This design comes from an exercise in tuning for small area on the open sky130 flow, not from production work.
The RTL was checked by simulation tests, not by an equivalence proof against the original design.

Design convolutional_layer_1, start of the top module:
module convolutional_layer_1 (
  input signed [7:0] in,
  input clk, en,
  output signed [191:0] out
);
  reg [7:0] u [0:132];
  integer i;
  always @(posedge clk) begin
    if (en) begin
      u[0] <= {~in[7], in[6:0]};
      for (i = 1; i < 133; i = i + 1) u[i] <= u[i-1];
    end
  end
  wire [7:0] x0 = u[0];
  wire [7:0] x1 = u[1];
  wire [7:0] x2 = u[2];
  wire [7:0] x3 = u[3];
  wire [7:0] x4 = u[4];
  wire [7:0] x5 = u[32];
  wire [7:0] x6 = u[33];
  wire [7:0] x7 = u[34];
  wire [7:0] x8 = u[35];
  wire [7:0] x9 = u[36];
  wire [7:0] x10 = u[64];
  wire [7:0] x11 = u[65];
  wire [7:0] x12 = u[66];
  wire [7:0] x13 = u[67];
  wire [7:0] x14 = u[68];
  wire [7:0] x15 = u[96];
  wire [7:0] x16 = u[97];
  wire [7:0] x17 = u[98];
  wire [7:0] x18 = u[99];
  wire [7:0] x19 = u[100];
  wire [7:0] x20 = u[128];
  wire [7:0] x21 = u[129];
  wire [7:0] x22 = u[130];
  wire [7:0] x23 = u[131];
  wire [7:0] x24 = u[132];
  wire i1 = ~x15[0];
  wire s2, c3;
  ha_cell hs2 (.a(x8[0]), .b(i1), .s(s2), .co(c3));
  wire i4 = ~x15[1];
  wire s5, c6;
  fa_cell fs5 (.a(x8[1]), .b(i4), .c(c3), .s(s5), .co(c6));
  wire i7 = ~x15[2];
  wire s8, c9;
  fa_cell fs8 (.a(x8[2]), .b(i7), .c(c6), .s(s8), .co(c9));
  wire i10 = ~x15[3];
  wire s11, c12;
  fa_cell fs11 (.a(x8[3]), .b(i10), .c(c9), .s(s11), .co(c12));
  wire i13 = ~x15[4];
  wire s14, c15;
  fa_cell fs14 (.a(x8[4]), .b(i13), .c(c12), .s(s14), .co(c15));
  wire i16 = ~x15[5];
  wire s17, c18;
  ...
==> flow/config.mk <==
export PLATFORM = sky130hd
export DESIGN_NAME = convolutional_layer_1
export DESIGN_NICKNAME = convolutional_layer_1
export VERILOG_FILES = /design/flow/design.v
export SDC_FILE = /design/flow/constraint.sdc
export NUM_CORES = 8
export LEC_CHECK = 0
export CAP_MARGIN = 20
export CORE_MARGIN = 2
export CORE_UTILIZATION = 45
export CTS_BUF_LIST = sky130_fd_sc_hd__clkbuf_16
export CTS_CLUSTER_DIAMETER = 100
export CTS_CLUSTER_SIZE = 25
export SLEW_MARGIN = 20
export SYNTH_HIERARCHICAL = 1
export SYNTH_MINIMUM_KEEP_SIZE = 0
==> flow/constraint.sdc <==
create_clock -name core_clock -period 18.0 [get_ports {clk}]
set_input_delay 3.6000 -clock core_clock [delete_from_list [all_inputs] [get_ports {clk}]]
set_output_delay 3.6000 -clock core_clock [all_outputs]
set_load 0.01 [all_outputs]
standard.sh (not shown) runs the stock make flow with config.mk's settings and CLKGATE_MAP_FILE= SYNTH_SCRIPT=/design/flow/synth_recipe.tcl, a recipe that flattens the netlist after the stock synthesis.
==> flow/flow/run.sh <==
#!/bin/bash
# Standard synthesis, then the standard layout with small port buffers.
set -e
bash standard.sh synth > synth.log 2>&1
bash standard.sh BUFFER_PORTS_ARGS="-buffer_cell sky130_fd_sc_hd__buf_1" finish > layout.log 2>&1
Next try:
--- a/flow/config.mk
+++ b/flow/config.mk
@@ -9,3 +9,3 @@
 export CORE_MARGIN = 2
-export CORE_UTILIZATION = 45
+export CORE_UTILIZATION = 55
 export CTS_BUF_LIST = sky130_fd_sc_hd__clkbuf_16
Outcome: The changed run went through all stages and came out clean. Final cell count fell by about 7%. Area after synthesis is unchanged. Cell area shrinks by 0.74%. Sequential share of layout area came out higher by 0.30 points. Clock skew fell by 0.012 ns.

Setup of v6:
Another version of the RTL of convolutional_layer_1 (not shown whole).
Size: ~3,600 cells after synthesis, ~1,100 flip-flops, ~200 I/O pins.
clock: 18.0 ns
lec_check: 0
cap_margin: 20
core_margin: 2
core_utilization: 55
cts_buf_list: sky130_fd_sc_hd__clkbuf_16
cts_cluster_diameter: 70
cts_cluster_size: 30
slew_margin: 20
synth_hierarchical: 1
synth_minimum_keep_size: 0
Scripts as last shown in full above: flow/flow/run.sh
The inputs of v7 differ from those of v6 as listed below.
Settings: a change of CTS_CLUSTER_SIZE from 30 to 25; a change of CTS_CLUSTER_DIAMETER from 70 to 150.
Results
v7 finished all stages; the layout is clean. Between v7 and v6, the routed wire length figures differ only marginally. Compared to v6, v7 leaves more free space in the core.

==> re-timing with driven ports <==
No port has a modelled driver above. Below, the same layouts with a new extraction and two added sets of constraints. Step 1 (the two cells are an assumption about what drives the block):
set clk [get_ports {clk}]
set_driving_cell -lib_cell sky130_fd_sc_hd__clkbuf_16 $clk
set_driving_cell -lib_cell sky130_fd_sc_hd__buf_2 [delete_from_list [all_inputs] $clk]
Step 2, shift: input delay + t, output delay - t, t = (earliest + latest rising clock arrival at the registers) / 2. This alone moves slack from input paths to output paths. a / b / c = no drivers / after step 1 / after step 2; a / b = the first two.
run | t, ns | slack for setup (ns) | slew at the worst register clock pin (ns)
the first run of note 1 | 0.790 | 0.449 / 0.362 / 1.152 | 0.11 / 0.11
the second run of note 1 | 0.791 | 0.579 / 0.494 / 1.286 | 0.11 / 0.11
v6 | 0.762 | 0.231 / 0.147 / 0.908 | 0.11 / 0.11
v7 | 0.772 | 0.195 / 0.115 / 0.887 | 0.12 / 0.12
After both steps every run listed still meets setup and hold.
